This is an optimization exercise on Yosys and OpenROAD, whose aim is small area and a short achievable clock period, not a production implementation. The RTL was checked by simulation tests, not by an equivalence proof against the original design. No activity file was given, so power comes from the tool's default toggle rates.

`flow/design.v`:
```
module core(clk,
            rst_n,
            mem_wen_D,
            mem_addr_D,
            mem_wdata_D,
            mem_rdata_D,
            mem_addr_I,
            mem_rdata_I
);
input         clk, rst_n;
output        mem_wen_D;
output [31:0] mem_addr_D;
output [31:0] mem_wdata_D;
input  [31:0] mem_rdata_D;
output [31:0] mem_addr_I;
input  [31:0] mem_rdata_I;
function [31:0] bswap;
    input [31:0] d;
    bswap = {d[7:0], d[15:8], d[23:16], d[31:24]};
endfunction
wire [31:0] inst = bswap(mem_rdata_I);
wire [4:0]  rs1  = inst[19:15];
wire [4:0]  rs2  = inst[24:20];
wire [4:0]  rd   = inst[11:7];
wire op_lw_n = inst[5];
wire op_sw   = ~inst[6] & inst[5] & ~inst[4];
wire op_beq  = inst[6] & ~inst[2];
wire op_jal  = inst[3];
wire op_jalr = inst[6] & inst[2] & ~inst[3];
wire op_link = inst[2];                       
wire reg_we  = inst[4] | ~inst[5] | inst[2];  
reg  [31:0] pc;
reg  [31:0] rf [1:31];
wire [32*32-1:0] rf_flat;
assign rf_flat[31:0] = 32'b0;
genvar g;
generate
    for (g = 1; g < 32; g = g + 1) begin : flat
        assign rf_flat[g*32 +: 32] = rf[g];
    end
endgenerate
wire [31:0] rdata1, rdata2;
wire [31:0] rdata2_a;              
wire [31:0] rd1_n0, rd1_n1;        
wire [31:0] unused_q;
rf_port rp1(.sel(rs1), .regs(rf_flat), .q(unused_q), .q2(rdata1), .n0(rd1_n0), .n1(rd1_n1));
rf_port rp2(.sel(rs2), .regs(rf_flat), .q(rdata2_a), .q2(rdata2), .n0(), .n1());
wire [31:0] imm_ls = {{21{inst[31]}}, inst[30:25], (inst[5] & ~inst[6]) ? inst[11:7] : inst[24:20]};
wire [31:0] addr;
wire [31:0] addr_pc;    
ks_addr32 addr_add(.an0(rd1_n0), .an1(rd1_n1), .a(rdata1), .b(imm_ls), .s(addr), .s2(addr_pc));
wire        inv_b  = inst[30] | inst[13] | inst[6];    
wire [31:0] addsub;
ks_add32 #(.CI(1), .INV(0)) alu_add(.a(rdata1), .b(rdata2 ^ {32{inv_b}}), .ci(inv_b), .s(addsub));
wire        lt     = (rdata1[31] ^ rdata2[31]) ? rdata1[31] : addsub[31];
wire [31:0] pc4    = pc + 32'd4;
wire [31:0] imm_bj = inst[3] ? {{12{inst[31]}}, inst[19:12], inst[20], inst[30:21], 1'b0}
                             : {{20{inst[31]}}, inst[7], inst[30:25], inst[11:8], 1'b0};
wire [31:0] pc_tgt = pc + imm_bj;
wire        eq;
eq32 cmp(.a(rdata1), .b(rdata2), .eq(eq));
wire        to_tgt = op_jal | (op_beq & eq);
wire [31:0] pc_br  = to_tgt ? pc_tgt : pc4;
wire [31:0] pc_nxt = op_jalr ? {addr_pc[31:1], 1'b0} : pc_br;
wire        r_op    = ~op_link & op_lw_n & ~inst[14];           
wire        sel_add = rst_n & r_op & ~inst[13];
wire        sel_slt = rst_n & r_op & inst[13];
wire [31:0] logic_r = inst[12] ? (rdata1 & rdata2) : (rdata1 | rdata2);
wire [31:0] rest    = {32{rst_n}} & (op_link ? pc4 :
                                    (~op_lw_n ? bswap(mem_rdata_D) :
                                    (inst[14] ? logic_r : 32'b0)));
wire [31:0] wdata_g;
g_ao221 wb0(.a1(addsub[0]), .a2(sel_add), .b1(lt), .b2(sel_slt), .c(rest[0]), .y(wdata_g[0]));
genvar w;
generate
    for (w = 1; w < 32; w = w + 1) begin : wb
        g_ao21 m(.a1(addsub[w]), .a2(sel_add), .b(rest[w]), .y(wdata_g[w]));
    end
endgenerate
always @(posedge clk) begin
    if (~rst_n) pc <= 32'b0;
    else        pc <= pc_nxt;
end
integer j;
always @(posedge clk) begin
    for (j = 1; j < 32; j = j + 1)
        if (~rst_n | (reg_we & (rd == j)))
            rf[j] <= wdata_g;
end
assign mem_addr_I  = pc;
assign mem_wen_D   = op_sw;
assign mem_addr_D  = addr;
assign mem_wdata_D = bswap(rdata2_a);
endmodule
module ks_add32 #(parameter CI = 1, parameter INV = 0) (
    input  [31:0] a,
    input  [31:0] b,
    input         ci,
    output [31:0] s
);
wire [31:0] p0, g0;
wire ci_u = CI ? ci : 1'b0;
ks_pg #(.CI(CI), .INV(INV)) pg(.a(a), .b(b), .ci(ci_u), .p(p0), .g(g0));
wire [31:0] gn1, pn1, g2, p2, gn3, pn3, g4, p4, gn5, pn5;
ks_lvl_n #(.D(1))  l1(.g(g0),  .p(p0),  .go(gn1), .po(pn1));
ks_lvl_p #(.D(2))  l2(.gn(gn1), .pn(pn1), .go(g2),  .po(p2));
ks_lvl_n #(.D(4))  l3(.g(g2),  .p(p2),  .go(gn3), .po(pn3));
ks_lvl_p #(.D(8))  l4(.gn(gn3), .pn(pn3), .go(g4),  .po(p4));
ks_lvl_n #(.D(16)) l5(.g(g4),  .p(p4),  .go(gn5), .po(pn5));
ks_sum #(.CI(CI)) sm(.p(p0), .ci(ci_u), .cn(gn5), .s(s));
endmodule
module ks_addr32(
    input  [31:0] an0,
    input  [31:0] an1,
    input  [31:0] a,
    input  [31:0] b,
    output [31:0] s,
    output [31:0] s2
);
wire [31:0] g0, t0, p0;
ks_gt    gt(.an0(an0), .an1(an1), .b(b), .g(g0), .t(t0));
ks_xor #(.INV(0)) px(.a(a), .b(b), .inv(1'b0), .y(p0));
wire [31:0] gn1, pn1, g2, p2, gn3, pn3, g4, p4, gn5, pn5;
ks_lvl_n #(.D(1))  l1(.g(g0),  .p(t0),  .go(gn1), .po(pn1));
ks_lvl_p #(.D(2))  l2(.gn(gn1), .pn(pn1), .go(g2),  .po(p2));
ks_lvl_n #(.D(4))  l3(.g(g2),  .p(p2),  .go(gn3), .po(pn3));
ks_lvl_p #(.D(8))  l4(.gn(gn3), .pn(pn3), .go(g4),  .po(p4));
ks_lvl_n #(.D(16)) l5(.g(g4),  .p(p4),  .go(gn5), .po(pn5));
ks_sum #(.CI(0)) sm(.p(p0), .ci(1'b0), .cn(gn5), .s(s));
ks_sum #(.CI(0)) sm2(.p(p0), .ci(1'b0), .cn(gn5), .s(s2));
endmodule
module ks_gt(
    input  [31:0] an0,
    input  [31:0] an1,
    input  [31:0] b,
    output [31:0] g,
    output [31:0] t
);
wire [31:0] bn;
ks_inv32 ib(.a(b), .y(bn));
genvar i;
generate
    for (i = 0; i < 32; i = i + 1) begin : b_
        g_aoi21 ga(.a1(an0[i]), .a2(an1[i]), .b(bn[i]), .y(g[i]));
        g_nand3 ta(.a(an0[i]), .b(an1[i]), .c(bn[i]), .y(t[i]));
    end
endgenerate
endmodule
module ks_inv32(input [31:0] a, output [31:0] y);
assign y = ~a;
endmodule
module g_aoi21(input a1, input a2, input b, output y);
assign y = ~((a1 & a2) | b);
endmodule
module g_nand3(input a, input b, input c, output y);
assign y = ~(a & b & c);
endmodule
module ks_pg #(parameter CI = 1, parameter INV = 0) (
    input  [31:0] a,
    input  [31:0] b,
    input         ci,
    output [31:0] p,
    output [31:0] g
);
ks_xor #(.INV(INV)) px(.a(a), .b(b), .inv(ci), .y(p));
ks_gen #(.CI(CI), .INV(INV)) gx(.a(a), .b(b), .ci(ci), .g(g));
endmodule
module ks_xor #(parameter INV = 0) (input [31:0] a, input [31:0] b, input inv, output [31:0] y);
wire i = INV ? inv : 1'b0;
assign y = a ^ b ^ {32{i}};
endmodule
module ks_gen #(parameter CI = 1, parameter INV = 0) (input [31:0] a, input [31:0] b, input ci, output [31:0] g);
wire c = CI ? ci : 1'b0;
wire [31:0] bx = INV ? (b ^ {32{ci}}) : b;
assign g = {a[31:1] & bx[31:1], (a[0] & bx[0]) | ((a[0] | bx[0]) & c)};
endmodule
module ks_lvl_n #(parameter D = 1) (
    input  [31:0] g,
    input  [31:0] p,
    output [31:0] go,
    output [31:0] po
);
localparam [31:0] LOW = (32'd1 << D) - 32'd1;
assign go = ~(g | (p & (g << D)));
assign po = ~(p & ((p << D) | LOW));
endmodule
module ks_lvl_p #(parameter D = 1) (
    input  [31:0] gn,
    input  [31:0] pn,
    output [31:0] go,
    output [31:0] po
);
localparam [31:0] LOW = (32'd1 << D) - 32'd1;
assign go = ~(gn & (pn | (gn << D) | LOW));
assign po = ~(pn | (pn << D));
endmodule
module ks_sum #(parameter CI = 1) (
    input  [31:0] p,
    input         ci,
    input  [31:0] cn,
    output [31:0] s
);
wire c = CI ? ci : 1'b0;
assign s = p ^ {~cn[30:0], c};
endmodule
module rf_port(
    input  [4:0]       sel,
    input  [32*32-1:0] regs,
    output [31:0]      q,
    output [31:0]      q2,
    output [31:0]      n0,
    output [31:0]      n1
);
wire [3:0] lo_n;
wire [7:0] hi_n;
rf_pre2 p2(.s(sel[1:0]), .y_n(lo_n));
rf_pre3 p3(.s(sel[4:2]), .y_n(hi_n));
wire [31:0] oh_l, oh_h;
rf_dec dl(.lo_n(lo_n), .hi_n(hi_n), .oh(oh_l));
rf_dec dh(.lo_n(lo_n), .hi_n(hi_n), .oh(oh_h));
genvar r, k;
generate
    for (k = 0; k < 32; k = k + 1) begin : bt
        wire [31:1] col;
        for (r = 1; r < 32; r = r + 1) begin : c
            assign col[r] = regs[r*32 + k];
        end
        if (k < 16) begin : l
            rf_bit m(.oh(oh_l[31:1]), .d(col), .q(q[k]), .q2(q2[k]), .h0(n0[k]), .h1(n1[k]));
        end else begin : h
            rf_bit m(.oh(oh_h[31:1]), .d(col), .q(q[k]), .q2(q2[k]), .h0(n0[k]), .h1(n1[k]));
        end
    end
endgenerate
endmodule
module rf_pre2(input [1:0] s, output [3:0] y_n);
wire [1:0] sn;
g_inv i0(.a(s[0]), .y(sn[0]));
g_inv i1(.a(s[1]), .y(sn[1]));
genvar k;
generate
    for (k = 0; k < 4; k = k + 1) begin : o
        g_nand2 n(.a(k[0] ? s[0] : sn[0]), .b(k[1] ? s[1] : sn[1]), .y(y_n[k]));
    end
endgenerate
endmodule
module rf_pre3(input [2:0] s, output [7:0] y_n);
wire [2:0] sn;
g_inv i0(.a(s[0]), .y(sn[0]));
g_inv i1(.a(s[1]), .y(sn[1]));
g_inv i2(.a(s[2]), .y(sn[2]));
genvar k;
generate
    for (k = 0; k < 8; k = k + 1) begin : o
        g_nand3 n(.a(k[0] ? s[0] : sn[0]), .b(k[1] ? s[1] : sn[1]), .c(k[2] ? s[2] : sn[2]), .y(y_n[k]));
    end
endgenerate
endmodule
module g_inv(input a, output y);
assign y = ~a;
endmodule
module rf_dec(input [3:0] lo_n, input [7:0] hi_n, output [31:0] oh);
genvar r;
generate
    for (r = 0; r < 32; r = r + 1) begin : d
        g_nor2 n(.a(lo_n[r % 4]), .b(hi_n[r / 4]), .y(oh[r]));
    end
endgenerate
endmodule
module rf_bit(input [31:1] oh, input [31:1] d, output q, output q2, output h0, output h1);
wire [3:0] o;
wire [1:0] n;
rf_oct7 g0(.oh(oh[7:1]), .d(d[7:1]), .q(o[0]));
rf_oct g1(.oh(oh[15:8]),  .d(d[15:8]),  .q(o[1]));
rf_oct g2(.oh(oh[23:16]), .d(d[23:16]), .q(o[2]));
rf_oct g3(.oh(oh[31:24]), .d(d[31:24]), .q(o[3]));
g_nor2  n0(.a(o[0]), .b(o[1]), .y(n[0]));
g_nor2  n1(.a(o[2]), .b(o[3]), .y(n[1]));
g_nand2 n2(.a(n[0]), .b(n[1]), .y(q));
g_nand2 n3(.a(n[0]), .b(n[1]), .y(q2));
assign h0 = n[0];
assign h1 = n[1];
endmodule
module rf_oct(input [7:0] oh, input [7:0] d, output q);
assign q = |(oh & d);
endmodule
module rf_oct7(input [7:1] oh, input [7:1] d, output q);
assign q = |(oh & d);
endmodule
module g_nor2(input a, input b, output y);
assign y = ~(a | b);
endmodule
module g_nand2(input a, input b, output y);
assign y = ~(a & b);
endmodule
module g_ao21(input a1, input a2, input b, output y);
assign y = (a1 & a2) | b;
endmodule
module g_ao221(input a1, input a2, input b1, input b2, input c, output y);
assign y = (a1 & a2) | (b1 & b2) | c;
endmodule
module eq32(input [31:0] a, input [31:0] b, output eq);
wire [31:0] x;
wire [15:0] l1;
wire [7:0]  l2;
wire [3:0]  l3;
wire [1:0]  l4;
ks_xor #(.INV(0)) dx(.a(a), .b(b), .inv(1'b0), .y(x));
genvar i;
generate
    for (i = 0; i < 16; i = i + 1) begin : e1
        g_nor2 n(.a(x[2*i]), .b(x[2*i+1]), .y(l1[i]));
    end
    for (i = 0; i < 8; i = i + 1) begin : e2
        g_nand2 n(.a(l1[2*i]), .b(l1[2*i+1]), .y(l2[i]));
    end
    for (i = 0; i < 4; i = i + 1) begin : e3
        g_nor2 n(.a(l2[2*i]), .b(l2[2*i+1]), .y(l3[i]));
    end
    for (i = 0; i < 2; i = i + 1) begin : e4
        g_nand2 n(.a(l3[2*i]), .b(l3[2*i+1]), .y(l4[i]));
    end
endgenerate
g_nor2 e5(.a(l4[0]), .b(l4[1]), .y(eq));
endmodule
```
`flow/flow/run.sh`:
```
#!/bin/bash
# The standard layout, with the port buffers made as buf_4 instead of the
# default choice (a delay buffer). Runs in the standard flow's work folder.
set -euo pipefail
export BUFFER_PORTS_ARGS="-buffer_cell sky130_fd_sc_hd__buf_4"
bash standard.sh > standard.log 2>&1
```
`flow/standard.sh`:
```
#!/bin/bash
# synth_recipe.tcl (not shown) runs the flow's synth.tcl, then flattens the netlist and writes it again
# the make line also repeats each setting of config.mk as NAME=value (left out here)
make -C /OpenROAD-flow-scripts/flow DESIGN_CONFIG=/design/flow/config.mk WORK_HOME=/design/flow/orfs CLKGATE_MAP_FILE= SYNTH_SCRIPT=/design/flow/synth_recipe.tcl "${@:-finish}"
```
`flow/config.mk`:
```
export PLATFORM = sky130hd
export DESIGN_NAME = core
export DESIGN_NICKNAME = core
export VERILOG_FILES = /design/flow/design.v
export SDC_FILE = /design/flow/constraint.sdc
export NUM_CORES = 4
export LEC_CHECK = 0
export CAP_MARGIN = 20
export CORE_MARGIN = 2
export CORE_UTILIZATION = 40
export CTS_CLUSTER_DIAMETER = 80
export CTS_CLUSTER_SIZE = 20
export SETUP_SLACK_MARGIN = 3.5
export SLEW_MARGIN = 20
export SYNTH_HIERARCHICAL = 1
export SYNTH_MINIMUM_KEEP_SIZE = 0
export TNS_END_PERCENT = 100
```
`flow/constraint.sdc`:
```
create_clock -name core_clock -period 11.5 [get_ports {clk}]
set_input_delay 2.3000 -clock core_clock [delete_from_list [all_inputs] [get_ports {clk}]]
set_output_delay 2.3000 -clock core_clock [all_outputs]
set_load 0.01 [all_outputs]
```
==> results of run 1 <==
-- worst min path at each step --
| stage | from | end | slack, ps | cells past startpoint |
|---|---|---|---|---|
| global placement | pc[1]$_SDFFE_PN0P_ | pc[1]$_SDFFE_PN0P_ | 520 | 2 |
| finish | pc[1]$_SDFFE_PN0P_ | pc[1]$_SDFFE_PN0P_ | 550 | 2 |
| global route | pc[1]$_SDFFE_PN0P_ | pc[1]$_SDFFE_PN0P_ | 580 | 2 |
| floorplan | pc[1]$_SDFFE_PN0P_ | pc[1]$_SDFFE_PN0P_ | 530 | 2 |
| detailed placement | pc[1]$_SDFFE_PN0P_ | pc[1]$_SDFFE_PN0P_ | 530 | 2 |
| CTS | pc[1]$_SDFFE_PN0P_ | pc[1]$_SDFFE_PN0P_ | 540 | 2 |
-- critical path: stages --
cell        delay, ps
buf_6             170
clkinvlp_4        200
nand3_4           280
nor2_2             80
buf_6             180
a22oi_1           210
nand4_1           330
nor2_4            330
buf_4             160
a21oi_2            80
a21oi_2           210
o21ai_2           120
a21oi_2           190
o21ai_2           110
a21oi_4           320
xnor2_2           200
buf_4             180
-- per-stage QoR --
stage | worst slack [ps] | instances | cell area [sq um] | total power (W)
floorplan | 4650 | 4349 | 50900 | 0.00633
global placement | 2500 | 6249 | 55500 | 0.00741
global route | 3450 | 6410 | 59000 | 0.0102
detailed placement | 2460 | 6250 | 55500 | 0.00743
finish | 3490 | 6411 | 59000 | 0.00984
CTS | 3340 | 6367 | 58000 | 0.00964
-- registers in the layout, summed over array words and instances (netlist names) --
register and flops:
rf 992, pc 31
-- metal layers --
layer / GRT usage, % / vias to the layer above
met1: 41.4 / 21245
li1: - / 18185
met4: 11.3 / 16
met3: 7.72 / 389
met2: 45.6 / 2778
met5: 0 / -
-- cell usage in the layout (no fill, tap or decap), drive strengths merged, types with 148 or more instances in the layout --
master and n:
xnor2 148, nand4 204, edfxtp 992, inv 152, nor2 491, a22oi 897
o21ai 180, a21oi 267, buf 382, nand2 294
-- final cells by class --
cell class	instances	area (sq um)
fillers	11458	66900
flip-flops and latches	1023	30400
multi-input cells	3114	21100
repair buffers	382	3100
well taps	1650	2060
clock buffers	79	1620
inverters	150	574
clock inverters	8	110
diodes	5	12.5
-- timing repair --
action                     in CTS  in global routing
setup endpoints to repair      32                 31
pin swaps                      11                 67
gates resized for setup       111                134
cloned                          1                  0
buffers inserted               29                 37
-- power by group --
group | total, W | internal [W] | switching (W) | leakage (nW)
sequential | 0.00481 | 0.00459 | 0.000220 | 10.4
clock | 0.00223 | 0.000994 | 0.00123 | 0.837
combinational | 0.00280 | 0.000886 | 0.00191 | 9.49
==> impl_metrics.ini, run 1 <==
[logic_synthesis]
syn_area_per_cell_sq_um = 11.7
syn-num-nets = 4449
ys_warn_count = 8
netlist_area_sq_um = 50900
postSynthCellCount = 4349

[global_routing]
grt_pass1_wl_um = 282000
grt_overflow = 0
grt_max_degree = 64
first_global_vias = 38876
antenna_found_initial = 15
grt_usage_pct = 30.1

[sta]
holdWs_ps = 546
setup_viol = 0
clock_skew_ps = 35.9
drv_slew = 0
tightest_slew_ps = 1240
max_freq_ghz = 0.125
relSlewSlack_pct = 17.1
fin_crit_sh_pct = 69.6
min_period_ps = 8010
setup_tns_ps = 0
rsz0062_at_grt = true
final-hold-violation-count = 0

[floorplan]
io_pins = 163
core_sq_um = 126000
dieArea_sq_um = 130000
die_height_um = 361
rows = 130
initial_core_util_pct = 40.4
die_w_um = 361

[route]
met3_length_um = 25800
top_layer = met5
wl_met2_um = 89700
drcViolationCount = 0
ant_nets = 0
first_pass_iters = 7
vias = 42613
wl_per_cell_um = 31.9
wl_met1_um = 79800
drt_iter0_drc = 7096
drt_wl_total_um = 205000
vias_per_cell = 6.65

[place]
portBuffers = 159
hpwlAfterDp_um = 137000
gp_congestion = 1.00

[worst_setup_path]
rr_startpoint = rf[11][4]$_DFFE_PP_
startpoint_type = input pin
worstSetupPathType = input pin to primary output
startpoint = mem_rdata_I[9]
rr_endpoint = rf[10][0]$_DFFE_PP_
cp_max_fo = 16
required_ps = 9200
reg2reg_depth = 15
crit_path_end_kind = primary output
r2r_slack_ps = 6600
critPathCapture = mem_addr_D[29]
arrival_ps = 5710

[power]
leakage_nw = 20.8
powerDensity_nw_per_um2 = 167
ir_worst_vdd_uv = 124

[clock_network]
h-tree-depth = 2
clkLatencyLatePin_ps = 700
cts_made_buffers = 60
clock-sinks = 1023
cts-hold-fix-buffers = 0
cts.path.max_buffers = 3
ctsRootBufferMaster = clkbuf_16
cts_tree = yes
path_clk_slew_ps = 90

[outcome]
status = timing/DRC/antenna clean

[layout]
drive_gt1_share_pct = 16.5
final_core_util_pct = 46.9
synthToLayoutAreaGrowth_pct = 16.0
layout.nets = 4831

[min_path]
hp-class = register to register

[run]
max_cap_violations = 0
==> run 2, diff against run 1 <==
--- a/flow/config.mk
+++ b/flow/config.mk
@@ -9,3 +9,3 @@
 export CORE_MARGIN = 2
-export CORE_UTILIZATION = 40
+export CORE_UTILIZATION = 45
 export CTS_CLUSTER_DIAMETER = 80
==> run 2 against run 1 <==
Compared with the run above:
- sequential share of layout area grew 0.52 points
- clock power grew 2%
- hold slack gained 38 ps
- global-route usage grew 3.7 points
- fmax grew 0.19%
- final cell count shrank 2.6%
- core utilization grew 5.1 points
- flip-flop and latch count is the same
- design area shrank 0.99%
- register-to-register slack is essentially flat
- critical path type unchanged
- highest routed layer is now met4
==> impl_metrics.ini, run 2 <==
[outcome]
status = timing/DRC/antenna clean

[place]
place_area_sq_um = 55400
gp_congestion = 1.04
portBuffers = 159
hpwlAfterDp_um = 134000

[clock_network]
cts_tree = yes
cts.path.max_buffers = 3
path_clk_slew_ps = 70
clkLatencyLatePin_ps = 720
clock-sinks = 1023
ctsRootBufferMaster = clkbuf_16
cts_made_buffers = 61
h-tree-depth = 2

[route]
drcViolationCount = 0
wl_per_cell_um = 32.5
vias_per_cell = 6.80
vias = 42455
drt_wl_total_um = 203000
drt_iter0_drc = 6691
ant_nets = 0
first_pass_iters = 8

[power]
switching_share_pct = 34.1
powerDensity_nw_per_um2 = 168
leakage_nw = 20.5
clkPwrFrac_pct = 23.1
p_int_w = 0.00647
pwr-share-comb_pct = 28.0
p_seq_share_pct = 48.9
p_sw_w = 0.00336
ir_worst_vdd_uv = 130

[layout]
largestRegisters = rf x992, pc x31
largest_register_ffs = 992
n_fill_cell = 9991
final_cell_mix = edfxtp_1, a22oi_1, nor2_1
layout.nets = 4806
final-seq-area_sq_um = 30400
synthToLayoutAreaGrowth_pct = 14.8
largest-register = rf
final_area_sq_um = 58400
multiInputGateArea_sq_um = 21000
drive_gt1_share_pct = 15.5
final_common_cell = edfxtp_1

[sta]
min_period_ps = 7990
max_freq_ghz = 0.125
relSlewSlack_pct = 19.0
setup_tns_ps = 0
clock_skew_ps = 42.1
setup_viol = 0
rsz0062_at_grt = true
final-hold-violation-count = 0
drv_slew = 0
fin_crit_sh_pct = 69.5
tightest_slew_ps = 1210

[logic_synthesis]
ys_warn_count = 8
syn-num-nets = 4449
postSynthCellCount = 4349
netlist_area_sq_um = 50900
syn_area_per_cell_sq_um = 11.7

[global_routing]
grt_usage_pct = 33.7
grt_overflow = 0
grt_max_degree = 64
grt_pass1_wl_um = 281000
first_global_vias = 39028
antenna_found_initial = 6

[min_path]
holdPathEnd = pc[1]$_SDFFE_PN0P_
hold_depth = 2
min_from = pc[1]$_SDFFE_PN0P_
hp-class = register to register

[worst_setup_path]
rr_endpoint = rf[12][0]$_DFFE_PP_
crit_path_end_kind = primary output
startpoint = mem_rdata_I[23]
arrival_ps = 5690
cp_max_fo = 16
crit_chain = buf_4 -> nand2_2 -> buf_8 -> nor2_1 -> buf_4 -> a22oi_1 -> nand4_1 -> nor2_2 -> nand3_1 -> a21oi_1 -> o21ai_1 -> a21oi_1 -> o21ai_1 -> a21oi_4 -> xnor2_1 -> buf_4
cp_top_family = simple AND/OR/NAND/NOR gates
startpoint_type = input pin
required_ps = 9200
reg2reg_depth = 15
cpMaxStageDelayCell = nor2_2
worstSetupPathType = input pin to primary output
critPathMostFrequentCell = buf_4
slowest_delay_ps = 430
cp_num_buf_inv = 4
r2r_slack_ps = 6590
rr_startpoint = rf[8][4]$_DFFE_PP_

[floorplan]
io_pins = 163
rows = 123
initial_core_util_pct = 45.3
die_height_um = 340
die_w_um = 340
core_sq_um = 112000
dieArea_sq_um = 116000

[run]
max_cap_violations = 0
-- run 2: worst max-delay path by stage --
stage / end / cells past startpoint
after global placement: mem_addr_D[9] / 16
final: mem_addr_D[26] / 16
after global routing: mem_addr_D[29] / 17
after detailed placement: mem_addr_D[25] / 17
after CTS: mem_addr_D[10] / 16
after floorplan: mem_addr_D[25] / 13
-- run 2: layer usage --
metal / global-route usage, % / up-vias / part of all wire [%]
met1: 48.0 / 21085 / 39
met3: 8.20 / 379 / 13
li1: - / 18151 / -
met5: 0 / - / 0
met2: 50.4 / 2840 / 43
met4: 11.9 / 0 / 4.1
-- run 2: layout make-up --
cell class	count	area share, %
sequential	1023	52.0
multi-input combinational	3113	35.9
timing repair buffer	357	4.80
tap	1500	3.21
clock buffer	84	2.83
inverter	150	0.983
clock inverter	10	0.199
antenna	6	0.0257
-- run 2: per-stage QoR --
step / util, % / total power [W] / std cells / setup slack [ps] / hold slack, ps
2_1_floorplan: - / 0.00633 / 4349 / 4650 / 527
3_3_place_gp: 49.3 / 0.00738 / 6099 / 2830 / 558
3_5_place_dp: 49.3 / 0.00741 / 6100 / 2780 / 568
4_1_cts: 51.5 / 0.00969 / 6211 / 3480 / 578
5_1_grt: 52.0 / 0.0102 / 6240 / 3470 / 608
6_report: 52.0 / 0.00983 / 6243 / 3510 / 584
-- run 2: worst reg2reg max path, stage by stage, from the launching register on --
cell and delay (ps):
edfxtp_1 390, a22oi_1 200, nand4_1 220, nor2_1 580, nand2_1 380, xnor2_1 320
xor2_1 450, a21oi_1 170, o21ai_1 220, a21oi_1 100, o21ai_1 320, a21oi_2 130
xnor2_1 170, mux2_2 330, a221o_1 330, buf_4 240
-- run 2: timing repair --
| item | 4_1_cts | 5_1_grt |
|---|---|---|
| pin swaps | 32 | 47 |
| endpoints found under the setup margin | 31 | 30 |
| setup buffers | 17 | 25 |
| endpoints found under the hold margin | 0 | 0 |
| hold buffers | 0 | 0 |
| resized for setup | 129 | 81 |
-- run 2: power by group through the flow --
stage               registers (W)  logic (W)  clock network, W
floorplan                 0.00484    0.00148                 0
global placement          0.00486    0.00252                 0
detailed placement        0.00488    0.00253                 0
CTS                       0.00480    0.00261           0.00229
global route              0.00485    0.00289           0.00241
finish                    0.00481    0.00275           0.00227
==> run 3, diff against run 2 <==
--- a/flow/config.mk
+++ b/flow/config.mk
@@ -7,3 +7,3 @@
 export LEC_CHECK = 0
-export CAP_MARGIN = 20
+export CAP_MARGIN = 10
 export CORE_MARGIN = 2
@@ -13,3 +13,3 @@
 export SETUP_SLACK_MARGIN = 3.5
-export SLEW_MARGIN = 20
+export SLEW_MARGIN = 10
 export SYNTH_HIERARCHICAL = 1
==> run 3 against run 2 <==
Compared with the run above:
- largest power group unchanged
- core utilization is essentially flat
- flip-flop and latch count is the same
- still clean on timing, DRC and antenna
- register-to-register slack lost 190 ps
- design area is essentially flat
- critical path type unchanged
==> impl_metrics.ini, run 3 <==
[outcome]
status = timing/DRC/antenna clean

[floorplan]
rows = 123
die_w_um = 340
dieArea_sq_um = 116000
io_pins = 163
initial_core_util_pct = 45.3
die_height_um = 340
core_sq_um = 112000

[sta]
relSlewSlack_pct = 9.72
final-hold-violation-count = 0
setup_viol = 0
setup_tns_ps = 0
clock_skew_ps = 31.5
fin_crit_sh_pct = 69.9
min_period_ps = 8040
drv_slew = 0
rsz0062_at_grt = true
max_freq_ghz = 0.124
finalWorstSetupSlack_ps = 3460
tightest_slew_ps = 1350

[worst_setup_path]
worstSetupPathType = input pin to primary output
slowest_delay_ps = 410
rr_startpoint = rf[8][4]$_DFFE_PP_
cp_max_fo = 16
reg2reg_depth = 13
r2r_slack_ps = 6400
startpoint_type = input pin
crit_chain = buf_6 -> clkinvlp_4 -> nand3_4 -> nor2_1 -> buf_4 -> a222oi_1 -> nand3_1 -> nor2_4 -> buf_4 -> a21oi_2 -> a21oi_2 -> o21ai_1 -> a21oi_2 -> o21ai_1 -> a21oi_2 -> buf_4 -> xnor2_1 -> buf_4
rr_endpoint = rf[1][29]$_DFFE_PP_
cpMaxStageDelayCell = a222oi_1
crit_path_end_kind = primary output
required_ps = 9200
startpoint = mem_rdata_I[10]
arrival_ps = 5740

[place]
gp_congestion = 1.04
portBuffers = 159
placedCellCount = 6099
place_ws_ps = 2790
hpwlAfterDp_um = 134000
place_area_sq_um = 55300

[logic_synthesis]
syn_area_per_cell_sq_um = 11.7
ys_warn_count = 8
postSynthCellCount = 4349
syn-num-nets = 4449
netlist_area_sq_um = 50900

[clock_network]
cts.path.max_buffers = 3
clkLatencyLatePin_ps = 720
clock-sinks = 1023
cts_tree = yes
cts-hold-fix-buffers = 0
cts_made_buffers = 61
path_clk_slew_ps = 70
ctsRootBufferMaster = clkbuf_16
h-tree-depth = 2

[route]
drt_wl_total_um = 203000
first_pass_iters = 8
drcViolationCount = 0
vias_per_cell = 6.85
wl_per_cell_um = 32.6
ant_nets = 0
vias = 42723
drt_iter0_drc = 6535

[layout]
synthToLayoutAreaGrowth_pct = 14.8
n_fill_cell = 10065
largestRegisters = rf x992, pc x31
final_common_cell = edfxtp_1
layout.nets = 4798
final_area_sq_um = 58400
finalNonFillerCells = 6236
largest_register_ffs = 992
final_cell_mix = edfxtp_1, a22oi_1, nor2_1
largest-register = rf
drive_gt1_share_pct = 15.5

[global_routing]
grt_overflow = 0
grt_pass1_wl_um = 280000
first_global_vias = 38942
grt_usage_pct = 33.6
grt_max_degree = 64
antenna_found_initial = 8

[min_path]
hold_depth = 2
holdPathEnd = pc[1]$_SDFFE_PN0P_
hp-class = register to register
min_from = pc[1]$_SDFFE_PN0P_

[power]
ir_worst_vdd_uv = 132
powerDensity_nw_per_um2 = 168
leakage_nw = 20.6

[run]
max_cap_violations = 0
## run 3: layout make-up
type                            count  area [sq um]  share of cell area [%]
Inverter                          150           571                   0.976
Tap cell                         1500          1880                    3.21
Timing Repair Buffer              349          2710                    4.64
Clock buffer                       83          1650                    2.83
Multi-Input combinational cell   3113         21100                    36.1
Sequential cell                  1023         30400                    52.0
Clock inverter                     10           128                   0.218
Antenna cell                        8          20.0                  0.0343
## run 3: worst max path at each step
stage                           to  slack (ps)  cells past startpoint
finish              mem_addr_D[18]        3460                     18
global route        mem_addr_D[24]        3440                     17
CTS                 mem_addr_D[27]        3440                     16
detailed placement  mem_addr_D[26]        2790                     17
global placement     mem_addr_D[9]        2830                     16
floorplan           mem_addr_D[25]        4650                     13
## run 3: critical path, delay by kind of cell
kind / cells / cell delay, ps
simple gates: 4 / 820
xor+xnor: 1 / 230
buf+inv: 6 / 1140
compound gates: 7 / 1200
## run 3: power breakdown
group	total (W)	switching (W)	internal, W	leakage, nW
combinational	0.00276	0.00190	0.000866	9.29
clock	0.00227	0.00125	0.00102	0.858
sequential	0.00481	0.000220	0.00459	10.4
total	0.00984	0.00337	0.00647	20.6
## run 3: through the flow
step	hold WS, ps	util (%)	power [W]
3_5_place_dp	561	49.3	0.00741
2_1_floorplan	527	-	0.00633
3_3_place_gp	558	49.3	0.00738
4_1_cts	571	51.3	0.00968
5_1_grt	602	52.0	0.0102
6_report	571	52.0	0.00984
## run 3: repair_timing
action	in CTS	in global routing
cloned	0	0
setup endpoints to repair	31	30
gates resized for setup	122	101
pin swaps	27	66
setup buffers	9	27
## run 3: metal layers
metal / track usage [%] / share of wire, % / vias up
met1: 48.1 / 39 / 21277
met4: 12.1 / 4.0 / 2
met3: 7.72 / 13 / 400
met5: 0 / 0.0044 / -
li1: - / - / 18131
met2: 50.2 / 44 / 2913

-- port drivers added, routing unchanged --
The results above use ideal ports. As a check the final layouts listed here were re-extracted and re-timed, cells and wires unchanged.
Step 1, drivers: a clkbuf_16 drives clk and a buf_2 each remaining input, both assumed.
Step 2 times the ports against the registers' clock, not the clock port: input delays grow and output delays shrink by t, the midpoint of the rising clock arrivals with the driver on.
Slacks: ideal / step 1 / step 2; pairs: ideal / step 1.
run	t, ns	setup slack, ns	worst register clock-pin slew, ns
run 1	0.754	3.491 / 3.452 / 2.978	0.09 / 0.09
run 2	0.766	3.506 / 3.476 / 3.085	0.10 / 0.10
run 3	0.773	3.463 / 3.425 / 2.929	0.09 / 0.09
After both steps setup and hold are still met in every run listed. For run 3, which loses most, drivers alone change the setup slack by -0.038 ns; drivers and shift together by -0.534 ns.
